From an optimization exercise on the open Yosys and OpenROAD flow, aimed at small area, a short achievable clock period and few clock cycles; shortcuts taken in it are not production practice.
Only simulation tests tie the RTL to the original design; equivalence was not proved.
No activity file was given, so power comes from the tool's default toggle rates.

`design.v`:
```
module alu(	input wire [31:0] A, B,
			input wire [2:0] ALU_operation,
			output reg [31:0] res,
			output wire zero, overflow,
			output reg C
		);
wire sign_xor;
parameter one = 32'h00000001, zero_0 = 32'h00000000;
assign zero = (res == zero_0)? 1'b1 : 1'b0;
assign sign_xor = A[31] ^ B[31];
assign overflow = (~sign_xor) & (A[31] ^ res[31]); 
always @(A, B, ALU_operation) begin
	C = 1'b0;
	case (ALU_operation)
		3'b000: res = A & B;
		3'b001: res = A | B;
		3'b010: {C, res} = A + B ;
		3'b011: res = A ^ B;
		3'b100: res = ~(A | B);
		3'b101: res = A >> B[10:6];
		3'b110: begin res = A - B; C = (A < B)? 1'b1 : 1'b0; end
		3'b111: res = (A < B) ? one : zero_0;
		default: res = {32{1'bx}};
	endcase
end
endmodule
`timescale 1ns / 1ps
module regs(
	input wire clk, rst, WE,
	input wire [4:0] R_addr_A, R_addr_B, W_addr,
	input wire [31:0] W_data,
	output wire [31:0] rdata_A, rdata_B
    );
reg [31:0] R_array [31:0];
integer i;
assign rdata_A = R_array[R_addr_A];
assign rdata_B = R_array[R_addr_B];
always @ (posedge clk) begin
	if (rst) begin
		for (i = 0; i < 32; i = i+1) begin
			R_array[i] <= 32'h00000000;
		end
	end
	else if (WE) begin
		R_array[W_addr] <= W_data;
	end
end
endmodule
`timescale 1ns / 1ps
module REG_32(
	input wire clk, rst, EN,
	input wire [31:0] D,
	output reg [31:0] Q
    );
always @ (posedge clk) begin
	if (rst) begin
		Q <= 32'h00000000;
	end
	else if (EN) begin
		Q <= D;
	end
end
endmodule
`timescale 1ns / 1ps
module Ext_32(
	imm_16, SorZ, imm_32
    );
input wire [15:0] imm_16;
input wire SorZ;  
output reg [31:0] imm_32;
always @* begin
	case (SorZ)
		1'b0: begin  
			imm_32 <= {{16'd0}, {imm_16}};
		end
		1'b1: begin  
			imm_32 <= {{16{imm_16[15]}}, {imm_16}};
		end
	endcase
end
endmodule
`timescale 1ns / 1ps
module ctrl(	input  clk,
				input  reset,
				input  [31:0] Inst_in,
				input  zero,
				input  overflow,
				input  MIO_ready,
				output reg MemRead,
				output reg MemWrite,
				output reg[2:0]ALU_operation,
				output [4:0]state_out,				
				output reg CPU_MIO,
				output reg IorD,
				output reg IRWrite,
				output reg [1:0]RegDst,
				output reg RegWrite,
				output reg [1:0]MemtoReg,
				output reg ALUSrcA,
				output reg [1:0]ALUSrcB,
				output reg [1:0]PCSource,
				output reg PCWrite,
				output reg [1:0] Branch,
				output reg SorZ
				);
parameter ST_IF = 5'd0;  
parameter ST_ID = 5'd1;  
parameter ST_ERR = 5'd31;  
parameter ST_JP = 5'd2;  
parameter ST_JAL_WB = 5'd10;  
parameter ST_JAL_CPL = 5'd11;  
parameter ST_BEQ = 5'd3;  
parameter ST_BNE = 5'd12;  
parameter ST_R_EXE = 5'd4;  
parameter ST_R_CPL = 5'd5;  
parameter ST_R_JR = 5'd13;  
parameter ST_R_JALR = 5'd14;  
parameter ST_R_SRL = 5'd18;  
parameter ST_I_EXE = 5'd15;  
parameter ST_I_CPL = 5'd16;  
parameter ST_LUI = 5'd17;  
parameter ST_M_ADDR = 5'd6;  
parameter ST_M_SW_ACS = 5'd7;  
parameter ST_M_LW_ACS = 5'd8;  
parameter ST_M_LW_WB = 5'd9;  
parameter ALU_AND = 3'b000;
parameter ALU_OR = 3'b001;
parameter ALU_ADD = 3'b010;
parameter ALU_XOR = 3'b011;
parameter ALU_NOR = 3'b100;
parameter ALU_SRL = 3'b101;
parameter ALU_SUB = 3'b110;
parameter ALU_SLT = 3'b111;
parameter JUMP_INS_OPCD = 6'b000010;
parameter BEQ_INS_OPCD = 6'b000100;
parameter BNE_INS_OPCD = 6'b000101;  
parameter LW_INS_OPCD = 6'b100011;
parameter SW_INS_OPCD = 6'b101011;
parameter R_TYPE_OPCD = 6'b000000;
parameter JAL_INS_OPCD = 6'b000011;
parameter ADDI_INS_OPCD = 6'b001000;  
parameter ANDI_INS_OPCD = 6'b001100;  
parameter ORI_INS_OPCD = 6'b001101;  
parameter XORI_INS_OPCD = 6'b001110;  
parameter SLTI_INS_OPCD = 6'b001010;  
parameter LUI_INS_OPCD = 6'b001111;  
parameter AND_INS_FUNC = 6'b100100;  
parameter OR_INS_FUNC = 6'b100101;  
parameter ADD_INS_FUNC = 6'b100000;  
parameter XOR_INS_FUNC = 6'b100110;  
parameter NOR_INS_FUNC = 6'b100111;  
parameter SUB_INS_FUNC = 6'b100010;  
parameter SLT_INS_FUNC = 6'b101010;  
parameter SRL_INS_FUNC = 6'b000010;  
parameter JR_INS_FUNC = 6'b001000;  
parameter JALR_INS_FUNC = 6'b001001;  
reg [4:0] State;
assign state_out = State;
always @(posedge clk) begin
	if (reset == 1'b1) begin
		State <= ST_IF;
	end
	else begin
		case (State)
			ST_IF: begin
				if (MIO_ready == 1'b1) begin
					State <= ST_ID;
				end
				else begin
					State <= ST_IF;
				end;
			end
			ST_LUI: begin
				State <= ST_IF;
			end
			ST_ID: begin  
				case (Inst_in[31:26])
					LUI_INS_OPCD: begin
						State <= ST_LUI;
					end
					ANDI_INS_OPCD: begin
						State <= ST_I_EXE;
					end
					ADDI_INS_OPCD: begin
						State <= ST_I_EXE;
					end
					ORI_INS_OPCD: begin
						State <= ST_I_EXE;
					end
					XORI_INS_OPCD: begin
						State <= ST_I_EXE;
					end
					SLTI_INS_OPCD: begin
						State <= ST_I_EXE;
					end
					R_TYPE_OPCD: begin
						State <= ST_R_EXE;
					end
					JUMP_INS_OPCD: begin
						State <= ST_JP;
					end
					JAL_INS_OPCD: begin
						State <= ST_JAL_WB;
					end
					BEQ_INS_OPCD: begin
						State <= ST_BEQ;
					end
					BNE_INS_OPCD: begin
						State <= ST_BNE;
					end
					SW_INS_OPCD: begin
						State <= ST_M_ADDR;
					end
					LW_INS_OPCD: begin
						State <= ST_M_ADDR;
					end
				endcase
			end
			ST_JP: begin
				State <= ST_IF;
			end
			ST_JAL_WB: begin
				State <= ST_JAL_CPL;
			end
			ST_JAL_CPL: begin
				State <= ST_IF;
			end
			ST_BEQ: begin
				State <= ST_IF;
			end
			ST_BNE: begin
				State <= ST_IF;
			end
			ST_I_EXE: begin
				State <= ST_I_CPL;
			end
			ST_I_CPL: begin
				State <= ST_IF;
			end
			ST_R_EXE: begin
				if (Inst_in[5:0] == JR_INS_FUNC)
					State <= ST_R_JR;
				else if (Inst_in[5:0] == JALR_INS_FUNC)
					State <= ST_R_JALR;
				else
					State <= ST_R_CPL;
			end
			ST_R_JR: begin
				State <= ST_IF;
			end
			ST_R_JALR: begin
				State <= ST_IF;
			end
			ST_R_CPL: begin
				State <= ST_IF;
			end
			ST_M_ADDR: begin
				if (Inst_in[31:26] == SW_INS_OPCD) begin
					State <= ST_M_SW_ACS;
				end
				else begin  
					State <= ST_M_LW_ACS;
				end;
			end
			ST_M_SW_ACS: begin
				State <= ST_IF;
			end
			ST_M_LW_ACS: begin
				State <= ST_M_LW_WB;
			end
			ST_M_LW_WB: begin
				State <= ST_IF;
			end
			default: State <= ST_ERR;
		endcase
	end;
end;
always @* begin
	ALU_operation <= ALU_ADD;  
	if (State == ST_BEQ || State == ST_BNE) begin
		ALU_operation <= ALU_SUB;
	end
	else if (State == ST_R_EXE) begin
		case (Inst_in[5:0])  
			AND_INS_FUNC: begin
				ALU_operation <= ALU_AND;
			end
			ADD_INS_FUNC: begin
				ALU_operation <= ALU_ADD;
			end
			SUB_INS_FUNC: begin
				ALU_operation <= ALU_SUB;
			end
			OR_INS_FUNC: begin
				ALU_operation <= ALU_OR;
			end
			SLT_INS_FUNC: begin
				ALU_operation <= ALU_SLT;
			end
			NOR_INS_FUNC: begin
				ALU_operation <= ALU_NOR;
			end
		endcase
	end
	else if (State == ST_I_EXE) begin
		case (Inst_in[31:26])
			ADDI_INS_OPCD: begin
				ALU_operation <= ALU_ADD;	
			end
			ANDI_INS_OPCD: begin
				ALU_operation <= ALU_AND;
			end
			ORI_INS_OPCD: begin
				ALU_operation <= ALU_OR;
			end
			XORI_INS_OPCD: begin
				ALU_operation <= ALU_XOR;
			end
			SLTI_INS_OPCD: begin  
				ALU_operation <= ALU_SLT;
			end
		endcase
	end
end
always @* begin
	RegDst <= 2'b00;
	if (State == ST_R_CPL)
		RegDst <= 2'b01;
	else if (State == ST_JAL_WB || State == ST_R_JALR)
		RegDst <= 2'b10;
end
always @* begin
	MemtoReg <= 2'b00;
	if (State == ST_M_LW_WB)
		MemtoReg <= 2'b01;
	else if (State == ST_JAL_WB || State == ST_R_JALR)
		MemtoReg <= 2'b11;
	else if (State == ST_LUI) 
		MemtoReg <= 2'b10;
end
always @* begin
	ALUSrcB <= 2'b00;
	if (State == ST_IF)
		ALUSrcB <= 2'b01;
	else if (State == ST_ID)  
		ALUSrcB <= 2'b11;
	else if (State == ST_M_ADDR || State == ST_I_EXE)  
		ALUSrcB <= 2'b10;
end
always @* begin
	PCSource <= 2'b00;
	if (State == ST_BEQ || State == ST_BNE)
		PCSource <= 2'b01;
	else if (State == ST_JP || State == ST_JAL_CPL)
		PCSource <= 2'b10;
	else if (State == ST_R_JR || State == ST_R_JALR)
		PCSource <= 2'b11;
end
always @* begin
	SorZ <= 1'b1;	 
	if (State == ST_I_EXE) begin
		case (Inst_in[31:26])
			ANDI_INS_OPCD: begin
				SorZ <= 1'b0;
			end
			ORI_INS_OPCD: begin
				SorZ <= 1'b0;
			end
			XORI_INS_OPCD: begin
				SorZ <= 1'b0;
			end
		endcase
	end
end
always @* begin
	MemRead <= (State == ST_IF) || (State == ST_M_LW_ACS);
	MemWrite <= (State == ST_M_SW_ACS);
	CPU_MIO <= 1'b0;
	IorD <= (State == ST_M_LW_ACS) || (State == ST_M_SW_ACS);
	IRWrite <= (State == ST_IF);
	RegWrite <= (State == ST_R_CPL) || (State == ST_M_LW_WB) || (State == ST_JAL_WB) || (State == ST_R_JALR) || (State == ST_LUI) || (State == ST_I_CPL);
	PCWrite <= (State == ST_IF) || (State == ST_JP) || (State == ST_JAL_CPL) || (State == ST_R_JR) || (State == ST_R_JALR);  
	ALUSrcA <= (State == ST_R_EXE) || (State == ST_M_ADDR) || (State == ST_BEQ) || (State == ST_BNE) || (State == ST_I_EXE);
	Branch[0] <= (State == ST_BEQ);
	Branch[1] <= (State == ST_BNE);
end
endmodule
`timescale 1ns / 1ps
module M_datapath(	   input clk,
					   input reset,
					   input MIO_ready,		 
					   input IorD,
					   input IRWrite,
					   input[1:0] RegDst,
					   input RegWrite,
					   input[1:0]MemtoReg,
					   input ALUSrcA,
					   input[1:0]ALUSrcB,
					   input[1:0]PCSource,
					   input PCWrite,
					   input [1:0] Branch,
					   input[2:0]ALU_operation,
					   input[31:0]data2CPU,
					   input wire SorZ,
					   output[31:0]PC_Current,  
					   output[31:0]Inst,  
					   output[31:0]data_out,  
					   output[31:0]M_addr,  
					   output zero,
					   output overflow
					  );	
wire [31:0] 
	alu_O_result,
	rf_O_A, rf_O_B,
	alu_reg_O,
	IR_O,
	DR_O,
	ext_O, ext_O_sl2,
	lui,
	jump_addr;
wire [4:0]
	rf_I_addrA, rf_I_addrB;
wire 
	alu_O_zero, alu_O_overflow, alu_O_carry;
reg 
	_PCWrite;
reg [4:0]
	rf_I_addrW;
reg [31:0]
	alu_I_opA, alu_I_opB, rf_I_data, PC_I;
assign rf_I_addrA = Inst[25:21];  
assign rf_I_addrB = Inst[20:16];  
assign ext_O_sl2 = {ext_O[29:0], 2'b00};
assign lui = {Inst[15:0], 16'h0000};
assign jump_addr = {PC_Current[31:28], Inst[25:0], 2'b00};
assign zero = alu_O_zero;
assign Inst = IR_O; 
assign overflow = alu_O_overflow;
assign data_out = rf_O_B;
assign M_addr = (IorD == 1'b0)? PC_Current : alu_reg_O;
REG_32
IR(	
	.clk(clk), .rst(reset), .EN(IRWrite), 
	.D(data2CPU), 
	.Q(IR_O)
	);
REG_32
DR(	
	.clk(clk), .rst(reset), .EN(1'b1),
	.D(data2CPU), 
	.Q(DR_O)
	);
REG_32
ALUOut(	
	.clk(clk), .rst(reset), .EN(1'b1),
	.D(alu_O_result),
	.Q(alu_reg_O)
	);
REG_32 
PC(	
	.clk(clk), .rst(reset), .EN(_PCWrite),
	.D(PC_I), 
	.Q(PC_Current)
	);
alu
alu_unit(
	.ALU_operation(ALU_operation),
	.A(alu_I_opA), .B(alu_I_opB), 
	.res(alu_O_result), .zero(alu_O_zero), .overflow(alu_O_overflow), .C(alu_O_carry)
	);
regs
register_file(
	.clk(clk), .rst(reset), .WE(RegWrite),
	.R_addr_A(rf_I_addrA), .R_addr_B(rf_I_addrB), .W_addr(rf_I_addrW), .W_data(rf_I_data),
	.rdata_A(rf_O_A), .rdata_B(rf_O_B)
	);
Ext_32
ext(
	.imm_16(Inst[15:0]), .SorZ(SorZ),
	.imm_32(ext_O)
		);
always @* begin
	if (MIO_ready == 1'b0) begin
		_PCWrite <= 1'b0;
	end
	else if (PCWrite == 1'b1) begin
		_PCWrite <= 1'b1;
	end
	else begin
		_PCWrite <= (Branch[0] && alu_O_zero) || (Branch[1] && (!alu_O_zero));  
	end
end
always @* begin
	case (PCSource)
		2'b00: begin
			PC_I <= alu_O_result;
		end
		2'b01: begin
			PC_I <= alu_reg_O;
		end
		2'b10: begin
			PC_I <= jump_addr;
		end
		2'b11: begin
			PC_I <= alu_reg_O;
		end
	endcase
end
always @* begin
	case (ALUSrcA) 
		1'b0: begin
			alu_I_opA <= PC_Current;
		end
		1'b1: begin
			alu_I_opA <= rf_O_A;
		end
	endcase
end
always @* begin
	case (ALUSrcB) 
		2'b00: begin
			alu_I_opB <= rf_O_B;
		end
		2'b01: begin
			alu_I_opB <= 32'd4;
		end
		2'b10: begin
			alu_I_opB <= ext_O;
		end
		2'b11: begin
			alu_I_opB <= ext_O_sl2;
		end
	endcase
end
always @* begin
	case (RegDst)
		2'b00: begin  
			rf_I_addrW <= Inst[20:16];
		end
		2'b01: begin  
			rf_I_addrW <= Inst[15:11];
		end
		2'b10: begin  
			rf_I_addrW <= 5'b11111;
		end
		2'b11: begin  
			rf_I_addrW <= 5'd0;
		end
	endcase
end
always @* begin 
	case(MemtoReg)
		2'b00: begin  
			rf_I_data <= alu_reg_O;
		end
		2'b01: begin  
			rf_I_data <= DR_O;
		end
		2'b10: begin  
			rf_I_data <= lui; 
		end
		2'b11: begin  
			rf_I_data <= PC_Current;
		end
	endcase
end
endmodule
`timescale 1ns / 1ps
module Multi_CPU(
	input wire clk, reset,
	input wire [31:0] Data_in, 
	output wire mem_w,
	output wire [31:0] Data_out, Addr_out
    );
wire MIO_ready = 1'b1;
wire CPU_MIO;
wire [31:0] PC_out, inst_out;
wire [4:0] state;
wire zero, overflow, MemRead, MemWrite, IorD, IRWrite, RegWrite, ALUSrcA, PCWrite, SorZ;
wire [1:0] RegDst, MemtoReg, ALUSrcB, PCSource, Branch;
wire [2:0] ALU_operation;
assign mem_w = MemWrite & (~MemRead);
ctrl
ctrl_multi_cycle(.clk(clk), .reset(reset), .zero(zero), .overflow(overflow), .MIO_ready(MIO_ready), .Inst_in(inst_out),
				.MemRead(MemRead), .MemWrite(MemWrite), .CPU_MIO(CPU_MIO), .IorD(IorD), .IRWrite(IRWrite), .RegWrite(RegWrite), .ALUSrcA(ALUSrcA),
				.PCWrite(PCWrite), .Branch(Branch), .RegDst(RegDst), .MemtoReg(MemtoReg), .ALUSrcB(ALUSrcB), .PCSource(PCSource), .SorZ(SorZ),
				.ALU_operation(ALU_operation), .state_out(state));
M_datapath
M_datapath_multi_cycle(.clk(clk), .reset(reset), .MIO_ready(MIO_ready), .IorD(IorD), .IRWrite(IRWrite), .RegWrite(RegWrite), .ALUSrcA(ALUSrcA),
				.PCWrite(PCWrite), .Branch(Branch), .RegDst(RegDst), .MemtoReg(MemtoReg) , .ALUSrcB(ALUSrcB), .PCSource(PCSource),
				.ALU_operation(ALU_operation), .data2CPU(Data_in), .SorZ(SorZ),
				.zero(zero), .overflow(overflow), .PC_Current(PC_out), .Inst(inst_out), .data_out(Data_out) , .M_addr(Addr_out)) ;
endmodule
```
`run.sh`:
```
#!/bin/bash
# synth_recipe.tcl (not shown) runs the flow's synth.tcl, then flattens the netlist and writes it again
# the make line also repeats each setting of config.mk as NAME=value (left out here)
make -C /OpenROAD-flow-scripts/flow DESIGN_CONFIG=/design/flow/config.mk WORK_HOME=/design/flow/orfs CLKGATE_MAP_FILE= SYNTH_SCRIPT=/design/flow/synth_recipe.tcl finish
```
`config.mk`:
```
export PLATFORM = sky130hd
export DESIGN_NAME = Multi_CPU
export DESIGN_NICKNAME = Multi_CPU
export VERILOG_FILES = /design/flow/design.v
export SDC_FILE = /design/flow/constraint.sdc
export NUM_CORES = 4
export LEC_CHECK = 0
export CAP_MARGIN = 20
export CORE_MARGIN = 2
export CORE_UTILIZATION = 40
export SLEW_MARGIN = 20
```
`constraint.sdc`:
```
create_clock -name core_clock -period 9.0 [get_ports {clk}]
set_input_delay 1.8000 -clock core_clock [delete_from_list [all_inputs] [get_ports {clk}]]
set_output_delay 1.8000 -clock core_clock [all_outputs]
set_load 0.01 [all_outputs]
```
==> impl_metrics.py, run 1 <==
metrics = {
    "final_layout": {
        "area_delta_synth_final_pct": 12.09,
        "fillerInstances": 14250,
        "area.sequential_um2": 33640,
        "num-nets-final": 5052,
        "multi_input_area_um2": 29150,
        "layout-drive-gt1-share_pct": 24.98,
    },
    "clock_network": {
        "cts-root-buf": "clkbuf_16",
        "tritoncts_num_sinks": 1167,
        "cts_inserted_buffers": 121,
        "clock_latency_ns": 0.79,
        "clkSlewWorstSetupHoldPaths_ns": 0.06,
        "cts-root-to-sink-buffers": 3,
        "cts_tree": "built",
        "htreeDepth": 3,
    },
    "synthesis": {
        "async_reset_ff_share_pct": 0,
        "postSynth.topFlopCell": "edfxtp_1",
        "synthesis.instances": 4976,
        "synth-seq-area-share_pct": 51.94,
        "ys_seq_elements": 1167,
        "synth_fp_nets": 5112,
        "ys.warnings.count": 6,
        "netlist_area_before_placement_um2": 64710,
        "synthDistinctLibCells": 95,
        "avg_cell_area_syn_um2": 13.00,
        "synth-edff-count": 1024,
    },
    "sta": {
        "worstMarginPinSlew_ns": 1.210,
        "fin_ws_ns": 0.2545,
        "final_min_period_over_clock_period_pct": 97.17,
        "timing.final.setup_violations": 0,
        "clock_period_minus_worst_slack_ns": 8.746,
        "final_hold_viol_count": 0,
        "skew_ns": 0.07014,
        "slew-limit-headroom_pct": 19.05,
        "grt_setup_unrepaired": "no",
        "setup_tns_ns": 0,
        "fmaxAchievable_mhz": 114.3,
        "timing.final.max_slew_violations": 0,
    },
    "critical_path": {
        "worst_ep_arrival_ns": 9.31,
        "crit_family": "compound AO/OA/AOI/OAI gates",
        "end_kind": "flop",
        "path_cells": "buf_4, mux4_2, mux4_2, mux2_2, and2_1, a221oi_1, ha_1, a211oi_1, o21ai_1, a31oi_2, o211ai_1, a2111oi_0, a211oi_1, nand3_1, or4_1, nor4_1, o2111ai_1, nor4b_2, buf_4, a21o_1, and2_1, buf_12, a311oi_1",
        "crit_path_max_fanout": 28,
        "critical-path-max-stage-delay_ns": 0.77,
        "worstSetupEndpoint": "M_datapath_multi_cycle.PC.Q[19]",
        "worst-path-buf-inv": 3,
        "worstSetupPathType": "reg2reg",
        "worstSetupPathDepth": 23,
        "rr_worst_depth": 23,
        "reg2reg_setup_slack_ns": 0.25,
        "critical_path.startpoint_type": "flop",
        "critical-path-slowest-cell": "dfxtp_4",
        "critical_path.reg2reg.endpoint": "M_datapath_multi_cycle.PC.Q[19]",
        "timing.critical_path.required_ns": 9.56,
    },
    "run_status": {
        "status": "no timing/DRC/antenna violations",
    },
    "route": {
        "routed-via-count": 47860,
        "drt_wl_total_um": 255900,
        "iteration_0_drc_count_of_the_detailed_router": 8146,
        "avgRoutedWirePerCell_um": 35.61,
        "post-route-drc-count": 0,
        "detail_route.first_pass.iterations": 12,
        "routed_via_density": 6.659,
        "drt.antenna.violating_nets": 0,
    },
    "die": {
        "ioPinCount": 99,
        "core_area_um2": 160600,
        "design.die.area_um2": 165000,
        "initial_utilization_pct": 40.30,
        "rows": 147,
        "floorplan.die.width_um": 406.2,
        "die_h_um": 406.2,
    },
    "grt": {
        "groute.usage.overall_pct": 30.83,
        "pin_count_of_the_biggest_net_entering_global_routing": 72,
        "grt.overflow.total": 0,
        "global_route_wire_length_before_repair_um": 356800,
        "grt_pass1_vias": 46480,
        "antenna_found_initial": 6,
    },
    "min_path": {
        "worst_hold_path_type": "reg2reg",
    },
    "placed_design": {
        "post-place-ws_ns": 0.3644,
        "finalWeightedCongestion": 0.9948,
        "port_buffers": 98,
        "dp_hpwl_um": 160000,
    },
    "power": {
        "pwr_density_cell_nw_per_um2": 363.4,
        "power.static_leakage_nw": 24.10,
        "irDropWorstVdd_uv": 226.4,
    },
    "run": {
        "cap_violations": 0,
    },
}
[sequential cells by signal, summed over array words and instances, names as in the netlist, named ones only]
register and count:
M_datapath_multi_cycle.DR.Q 32, M_datapath_multi_cycle.PC.Q 32, M_datapath_multi_cycle.register_file.R_array 1024, M_datapath_multi_cycle.ALUOut.Q 32
ctrl_multi_cycle.State 5, M_datapath_multi_cycle.IR.Q 32
[worst min-delay path by stage]
stage / startpoint / to / slack [ns] / depth (start not counted)
final: M_datapath_multi_cycle.IR.Q[30] / M_datapath_multi_cycle.IR.Q[30] / 0.54 / 2
after global routing: M_datapath_multi_cycle.IR.Q[17] / flop / 0.58 / 2
after CTS: M_datapath_multi_cycle.IR.Q[30] / M_datapath_multi_cycle.IR.Q[30] / 0.54 / 2
after detailed placement: M_datapath_multi_cycle.IR.Q[30] / M_datapath_multi_cycle.IR.Q[30] / 0.53 / 2
after global placement: M_datapath_multi_cycle.IR.Q[30] / M_datapath_multi_cycle.IR.Q[30] / 0.53 / 2
after floorplan: M_datapath_multi_cycle.IR.Q[21] / M_datapath_multi_cycle.IR.Q[21] / 0.45 / 2
[cell usage after synthesis, types with 59 or more instances]
cell type | count | area share, %
buf_1 | 59 | 0.34
dfxtp_1 | 143 | 4.4
ha_1 | 100 | 1.9
nor2_1 | 1195 | 6.9
inv_1 | 97 | 0.56
o21ai_0 | 65 | 0.50
nand2_1 | 228 | 1.3
mux2_2 | 67 | 1.2
mux4_2 | 640 | 22
clkbuf_1 | 382 | 2.2
a21oi_1 | 197 | 1.5
edfxtp_1 | 1024 | 48
[worst reg2reg max path: stages, from the launching register on]
cell and delay (ns):
dfxtp_4 0.77, buf_4 0.49, mux4_2 0.57, mux4_2 0.50
mux2_2 0.31, and2_1 0.16, a221oi_1 0.41, ha_1 0.41
a211oi_1 0.17, o21ai_1 0.36, a31oi_2 0.25, o211ai_1 0.74
a2111oi_0 0.25, a211oi_1 0.44, nand3_1 0.21, or4_1 0.55
nor4_1 0.37, o2111ai_1 0.22, nor4b_2 0.46, buf_4 0.21
a21o_1 0.19, and2_1 0.22, buf_12 0.20, a311oi_1 0.12
[cells in the final DEF, fill, tap and decap left out, types with 21 or more instances in the layout]
cell type / n
a211oi_1: 23
a211oi_2: 22
a21o_1: 23
a21oi_1: 195
a221oi_1: 24
a222oi_1: 35
and2_1: 21
buf_4: 197
clkbuf_1: 21
clkbuf_16: 124
clkdlybuf4s50_1: 97
clkinv_1: 28
clkinv_2: 31
dfxtp_1: 133
edfxtp_1: 1024
ha_1: 100
inv_1: 96
mux2_2: 67
mux2i_1: 57
mux4_2: 640
nand2_1: 164
nand2_2: 55
nand3_1: 49
nor2_1: 1189
nor2b_1: 54
nor3_1: 32
o211ai_1: 25
o21ai_0: 64
[report_power, final]
group | switching (mW) | leakage [nW] | internal, mW
clock network | 2.25 | 1.92 | 2.77
logic | 8.92 | 10.4 | 5.42
registers | 0.689 | 11.8 | 6.30
[area by class of cell]
class                           instances  area share [%]
Sequential cell                      1167           46.39
Clock inverter                         73          0.8246
Inverter                               98          0.5072
Timing Repair Buffer                  310           3.819
Antenna cell                            7         0.02415
Multi-Input combinational cell       3218           40.18
Clock buffer                          154           4.532
Tap cell                             2160           3.726
[stage by stage]
stage / util, % / area [um^2] / std cells / hold slack [ns] / power [mW]
detailed placement: 42.74 / 68620 / 6953 / 0.5278 / 20.97
finish: 45.17 / 72530 / 7187 / 0.5400 / 26.36
global placement: 42.74 / 68620 / 6953 / 0.5262 / 20.98
CTS: 45.16 / 72510 / 7180 / 0.5405 / 25.95
floorplan: - / 64710 / 4976 / 0.4505 / 15.75
global route: 45.16 / 72520 / 7180 / 0.5801 / 27.22
[cell families after synthesis]
family | share of synthesized area, %
XOR/XNOR | 0.1353
adder cells (fa/ha/maj) | 1.995
AO/OA/AOI/OAI | 7.034
buffers and inverters | 3.596
flip-flops | 51.94
AND/OR/NAND/NOR | 10.91
multiplexers | 24.39
[repair_timing]
action | CTS | global route
buffers inserted | 0 | 0
gates resized for setup | 0 | 2
endpoints found under the setup margin | 0 | 14
hold endpoints to repair | 0 | 0
hold buffers | 0 | 0
[routing by layer]
layer  wire, um  up-vias  GRT usage [%]
met5         13        -              0
met4      14940        2          15.14
met3      33480      732          8.032
met2     114900     3659          46.86
met1      92660    24530          41.07
li1           -    18930              -
Testbench counts, summed over its fixed seeds: cycles 253,570.
==> run 2, diff against run 1 <==
==> design.v (replaced) <==
`timescale 1ns / 1ps
module regs(
	input wire clk, rst, WE,
	input wire [4:0] R_addr_A, R_addr_B, W_addr,
	input wire [31:0] W_data,
	output wire [31:0] rdata_A, rdata_B
    );
wire [31:0] wd = W_data & {32{~rst}};
wire [31:0] wsel = 32'd1 << W_addr;
wire [31:0] asel = 32'd1 << R_addr_A;
wire [31:0] bsel = 32'd1 << R_addr_B;
reg [31:0] R [0:31];
wire [31:0] ta [0:32];
wire [31:0] tb [0:32];
assign ta[0] = 32'd0;
assign tb[0] = 32'd0;
genvar i;
generate for (i = 0; i < 32; i = i + 1) begin : g
	always @(posedge clk)
		if (rst | (WE & wsel[i])) R[i] <= wd;
	assign ta[i+1] = ta[i] | (R[i] & {32{asel[i]}});
	assign tb[i+1] = tb[i] | (R[i] & {32{bsel[i]}});
end endgenerate
assign rdata_A = ta[32];
assign rdata_B = tb[32];
endmodule
`timescale 1ns / 1ps
module Multi_CPU(
	input wire clk, reset,
	input wire [31:0] Data_in,
	output wire mem_w,
	output wire [31:0] Data_out, Addr_out
    );
reg  [31:0] PC, IR, maddr, sd;
reg         irv, memph, mst;
reg  [4:0]  mrt;
wire [5:0]  op = IR[31:26];
wire [5:0]  fn = IR[5:0];
wire [4:0]  rs = IR[25:21];
wire [4:0]  rt = IR[20:16];
wire [4:0]  rd = IR[15:11];
wire [15:0] imm = IR[15:0];
wire [31:0] A, B;
wire rtype = (op == 6'h00);
wire f_jr   = rtype & (fn[5:1] == 5'b00100);    
wire f_jalr = f_jr & fn[0];
wire f_alu  = rtype & fn[5];                    
wire i_alu  = (op[5:3] == 3'b001);              
wire o_j    = (op[5:1] == 5'b00001);            
wire o_jal  = o_j & op[0];
wire o_br   = (op[5:1] == 5'b00010);            
wire o_mem  = op[5];                            
wire o_sw   = op[5] & op[3];
wire is_sub = rtype ? (fn[1]) : (op[2:0] == 3'b010);
wire is_slt = rtype ? fn[3] : (op[2:0] == 3'b010);
wire [31:0] immx = (op[2] & ~o_mem) ? {16'd0, imm} : {{16{imm[15]}}, imm};
wire [31:0] opB = (rtype | o_br) ? B : immx;
wire [31:0] opBx = opB ^ {32{is_sub}};
wire [32:0] sum = {1'b0, A} + {1'b0, opBx} + {32'd0, is_sub};
reg [31:0] res;
always @* begin
	if (is_slt) res = {31'd0, ~sum[32]};
	else if (rtype ? ~fn[2] : (op[2:0] == 3'b000)) res = sum[31:0];
	else case (rtype ? fn[1:0] : op[1:0])
		2'b00: res = A & opB;
		2'b01: res = A | opB;
		2'b10: res = A ^ opB;
		default: res = rtype ? ~(A | opB) : {imm, 16'd0};
	endcase
end
wire eq = (A == B);
wire taken = o_br & (eq ^ op[0]);
wire [31:0] brt = PC + {{14{imm[15]}}, imm, 2'b00};
wire [31:0] jt = {PC[31:28], IR[25:0], 2'b00};
wire ex_we = irv & (f_alu | i_alu | f_jalr | o_jal);
wire [4:0] ex_wa = (f_jalr | o_jal) ? 5'd31 : (rtype ? rd : rt);
wire [31:0] ex_wd = (f_jalr | o_jal) ? PC : res;
wire ld_we = memph & ~mst;
wire rf_we = memph ? ld_we : ex_we;
wire [4:0] rf_wa = memph ? mrt : ex_wa;
wire [31:0] rf_wd = memph ? Data_in : ex_wd;
regs register_file(
	.clk(clk), .rst(reset), .WE(rf_we),
	.R_addr_A(rs), .R_addr_B(rt), .W_addr(rf_wa), .W_data(rf_wd),
	.rdata_A(A), .rdata_B(B)
	);
wire redirect = irv & (taken | o_j | f_jr);
always @(posedge clk) begin
	maddr <= sum[31:0];
	sd <= B;
	mrt <= rt;
	mst <= o_sw;
	if (reset) begin
		PC <= 32'd0;
		irv <= 1'b0;
		memph <= 1'b0;
	end else if (memph) begin
		memph <= 1'b0;
	end else begin
		IR <= Data_in;
		irv <= ~redirect;
		memph <= irv & o_mem;
		if (irv & taken) PC <= brt;
		else if (irv & o_j) PC <= jt;
		else if (irv & f_jr) PC <= sum[31:0];
		else PC <= PC + 32'd4;
	end
end
assign Addr_out = memph ? maddr : PC;
assign mem_w = memph & mst;
assign Data_out = sd;
endmodule
==> run 2 against run 1 <==
Global-route usage is 11 points higher. Clock skew is 0.0010 ns lower. Synthesized cell count is 3.7% lower. Design area is 8.9% lower. Clock power is 8.0% higher. Utilization is 1.5 points higher. Register-to-register slack better by 0.56 ns. Synthesized area is 12% lower. Non-clock buffer count is 40 higher. Routed wire length is 23% higher.
==> impl_metrics.py, run 2 <==
metrics = {
    "critical_path": {
        "timing.rr.start": "IR[16]",
        "worst-path-buf-inv": 2,
        "worstSetupEndpoint": "register_file.R[26][30]",
        "crit_path_max_fanout": 32,
        "critical-path-max-stage-delay_ns": 1.14,
        "worstSetupPathDepth": 23,
        "timing.critical_path.required_ns": 9.56,
        "rr_worst_depth": 23,
        "critical-path-slowest-cell": "nor2_4",
        "critical_path.startpoint_type": "flop",
        "critical_path.reg2reg.endpoint": "register_file.R[26][30]",
        "cp-startpoint": "IR[16]",
        "end_kind": "flop",
        "worst_ep_arrival_ns": 8.75,
        "path_cells": "nand2_1, nor2_4, buf_4, a32oi_1, nand4_1, or3_1, nand2_1, nand2_1, xnor2_1, ha_1, and3_1, nand4_1, nor4bb_1, o31ai_1, a21oi_1, a211oi_1, nor3_1, a21o_1, a21oi_1, xnor2_1, a21oi_1, o21ai_2, buf_4",
        "reg2reg_setup_slack_ns": 0.81,
        "crit_family": "simple AND/OR/NAND/NOR gates",
        "worstSetupPathType": "reg2reg",
    },
    "grt": {
        "pin_count_of_the_biggest_net_entering_global_routing": 73,
        "grt_pass1_vias": 48470,
        "antenna_found_initial": 34,
        "grt.overflow.total": 0,
        "global_route_wire_length_before_repair_um": 416700,
        "groute.usage.overall_pct": 41.75,
    },
    "power": {
        "power.static_leakage_nw": 25.19,
        "pwr_density_cell_nw_per_um2": 230.5,
        "irDropWorstVdd_uv": 176.4,
    },
    "synthesis": {
        "ys.warnings.count": 3,
        "synth.area.top_cells": "edfxtp_1 56%, a22oi_1 9.0%, and3_1 5.4%",
        "synth-seq-area-share_pct": 59.26,
        "netlist_area_before_placement_um2": 57020,
        "synth_fp_nets": 4952,
        "async_reset_ff_share_pct": 0,
        "synth-edff-count": 1056,
        "post-synth-top-area-cell": "edfxtp_1",
        "yosysMostFrequentCell": "edfxtp_1",
        "synthesis.instances": 4791,
        "postSynth.topFlopCell": "edfxtp_1",
        "top_area_cell_type_share_of_the_netlist_area_pct": 55.61,
        "synthDistinctLibCells": 84,
        "avg_cell_area_syn_um2": 11.90,
        "synth_common_cells": "1056 x edfxtp_1, 683 x a22oi_1, 488 x and3_1",
        "ys_seq_elements": 1160,
    },
    "route": {
        "post-route-drc-count": 0,
        "iteration_0_drc_count_of_the_detailed_router": 12230,
        "drt.antenna.violating_nets": 0,
        "detail_route.first_pass.iterations": 13,
        "routed_via_density": 7.726,
        "routed-via-count": 53650,
        "drt_wl_total_um": 316100,
        "avgRoutedWirePerCell_um": 45.52,
    },
    "clock_network": {
        "tritoncts_num_sinks": 1160,
        "clkSlewWorstSetupHoldPaths_ns": 0.07,
        "clock_latency_ns": 0.81,
        "cts_inserted_buffers": 118,
        "htreeDepth": 3,
        "cts_tree": "built",
        "cts-root-to-sink-buffers": 3,
        "setup_fix_buffers_added_after_clock_tree_synthesis": 0,
        "postCtsHoldBufs": 0,
        "cts_repair_resize_count": 0,
        "cts-root-buf": "clkbuf_16",
    },
    "final_layout": {
        "most-common-layout-cells": "1056 x edfxtp_1, 683 x a22oi_1, 487 x and3_1",
        "layout-drive-gt1-share_pct": 13.35,
        "num-nets-final": 5068,
        "fillerInstances": 12730,
        "layout_commonest_cell": "edfxtp_1",
        "postLayoutCoreUtil_pct": 46.69,
        "largest_register_ff_count": 1024,
        "area_delta_synth_final_pct": 15.94,
        "max_flop_register": "register_file.R",
    },
    "run": {
        "cap_violations": 0,
    },
    "sta": {
        "setup_tns_ns": 0,
        "worstMarginPinSlew_ns": 1.398,
        "clock_period_minus_worst_slack_ns": 8.186,
        "skew_ns": 0.06910,
        "fmaxAchievable_mhz": 122.2,
        "grt_setup_unrepaired": "no",
        "slew-limit-headroom_pct": 6.004,
        "timing.final.setup_violations": 0,
        "final_min_period_over_clock_period_pct": 90.95,
        "final_hold_viol_count": 0,
        "timing.final.max_slew_violations": 0,
    },
    "die": {
        "initial_utilization_pct": 40.27,
        "ioPinCount": 99,
        "die_h_um": 381.6,
        "design.die.area_um2": 145600,
        "floorplan.die.width_um": 381.6,
        "core_area_um2": 141600,
        "rows": 138,
    },
    "placed_design": {
        "finalWeightedCongestion": 1.031,
        "port_buffers": 98,
        "dp_hpwl_um": 189700,
    },
    "run_status": {
        "status": "no timing/DRC/antenna violations",
    },
    "min_path": {
        "worst_hold_path_type": "reg2reg",
    },
}
[run 2: per-stage QoR]
step	power, mW	cell area, um^2	instances	hold slack [ns]	setup WS [ns]
2_1_floorplan	8.214	57020	4791	0.3427	2.343
6_report	15.24	66110	6944	0.4840	0.8141
3_5_place_dp	9.681	61740	6675	0.4742	1.034
4_1_cts	14.98	65960	6901	0.4827	1.001
5_1_grt	15.43	66010	6904	0.5160	0.6245
3_3_place_gp	9.680	61730	6675	0.4663	1.173
[run 2: final cells by class]
type	instances	area [um^2]	share of cell area, %
Inverter	112	420.4	0.6359
Tap cell	1890	2365	3.577
Clock buffer	135	3183	4.815
Antenna cell	41	102.6	0.1552
Clock inverter	91	1041	1.575
Timing Repair Buffer	350	2973	4.497
Sequential cell	1160	33790	51.12
Multi-Input combinational cell	3165	22230	33.63
[run 2: cells by family (layout without fill, tap and decap cells)]
| kind of cell | after synthesis | in the layout | share of synthesized area [%] |
|---|---|---|---|
| mux | 50 | 50 | 0.9392 |
| flops | 1160 | 1160 | 59.26 |
| fa+ha+maj | 127 | 127 | 2.813 |
| compound gates | 1362 | 1362 | 17.48 |
| xor+xnor | 138 | 138 | 2.120 |
| buf+inv | 466 | 688 | 3.162 |
| other cells | 0 | 41 | 0 |
| simple gates | 1488 | 1488 | 14.22 |
[run 2: worst reg2reg max path, stage by stage (launching register included)]
cell	delay, ns
edfxtp_1	1.01
nand2_1	0.75
nor2_4	1.15
buf_4	0.40
a32oi_1	0.09
nand4_1	0.11
or3_1	0.55
nand2_1	0.11
nand2_1	0.16
xnor2_1	0.09
ha_1	0.43
and3_1	0.22
nand4_1	0.14
nor4bb_1	0.53
o31ai_1	0.20
a21oi_1	0.34
a211oi_1	0.13
nor3_1	0.35
a21o_1	0.19
a21oi_1	0.10
xnor2_1	0.24
a21oi_1	0.12
o21ai_2	0.18
buf_4	0.34
[run 2: worst min path at each step]
stage	from	slack [ns]	end	cells past startpoint
after floorplan	IR[17]	0.34	mrt[1]	0
after global placement	PC[0]	0.47	PC[0]	2
after detailed placement	PC[0]	0.47	PC[0]	2
after CTS	PC[0]	0.48	PC[0]	2
after global routing	PC[1]	0.52	PC[1]	2
final	PC[1]	0.48	PC[1]	2
[run 2: metal layers]
layer | global-route usage, % | wire, um | up-vias
met1 | 50.23 | 104300 | 25790
met5 | 0.5622 | 381 | -
li1 | - | - | 19530
met4 | 30.77 | 32370 | 32
met2 | 56.99 | 122200 | 6185
met3 | 20.89 | 56910 | 2122
[run 2: power breakdown]
group          total [mW]  internal, mW  switching (mW)  leakage (nW)
clock                5.42          3.07            2.35          2.04
combinational        2.67         0.703            1.96          11.5
sequential           7.15          6.69           0.460          11.7
total                15.2          10.5            4.78          25.2
Testbench counts of run 2, summed over its fixed seeds: cycles 85,724.

==> port drivers added, routing unchanged <==
The flow's constraints put no driver on any port. The routed layouts listed below were extracted and timed again, unchanged, in two steps.
Step 1 assumes that a clkbuf_16 drives the clock port and a buf_2 every other input.
Step 2 moves the port delays by t, midway between the first and last clock arrival at a register: inputs arrive t later, outputs are due t later. That takes back most of the time a late clock gives input paths.
Slacks: ideal ports / drivers / drivers and shift; pairs: ideal ports / drivers.
| run | shift t [ns] | setup slack, ns | worst hold slack (ns) | worst setup path at the end | pins driven straight from the clock port |
|---|---|---|---|---|---|
| run 1 | 0.827 | 0.254 / 0.254 / 0.254 | 0.540 / 0.540 / 0.540 | register to register | 1 |
| run 2 | 0.873 | 0.814 / 0.814 / 0.814 | 0.484 / 0.484 / 0.484 | register to register | 1 |
After both steps setup and hold are still met in every run listed.
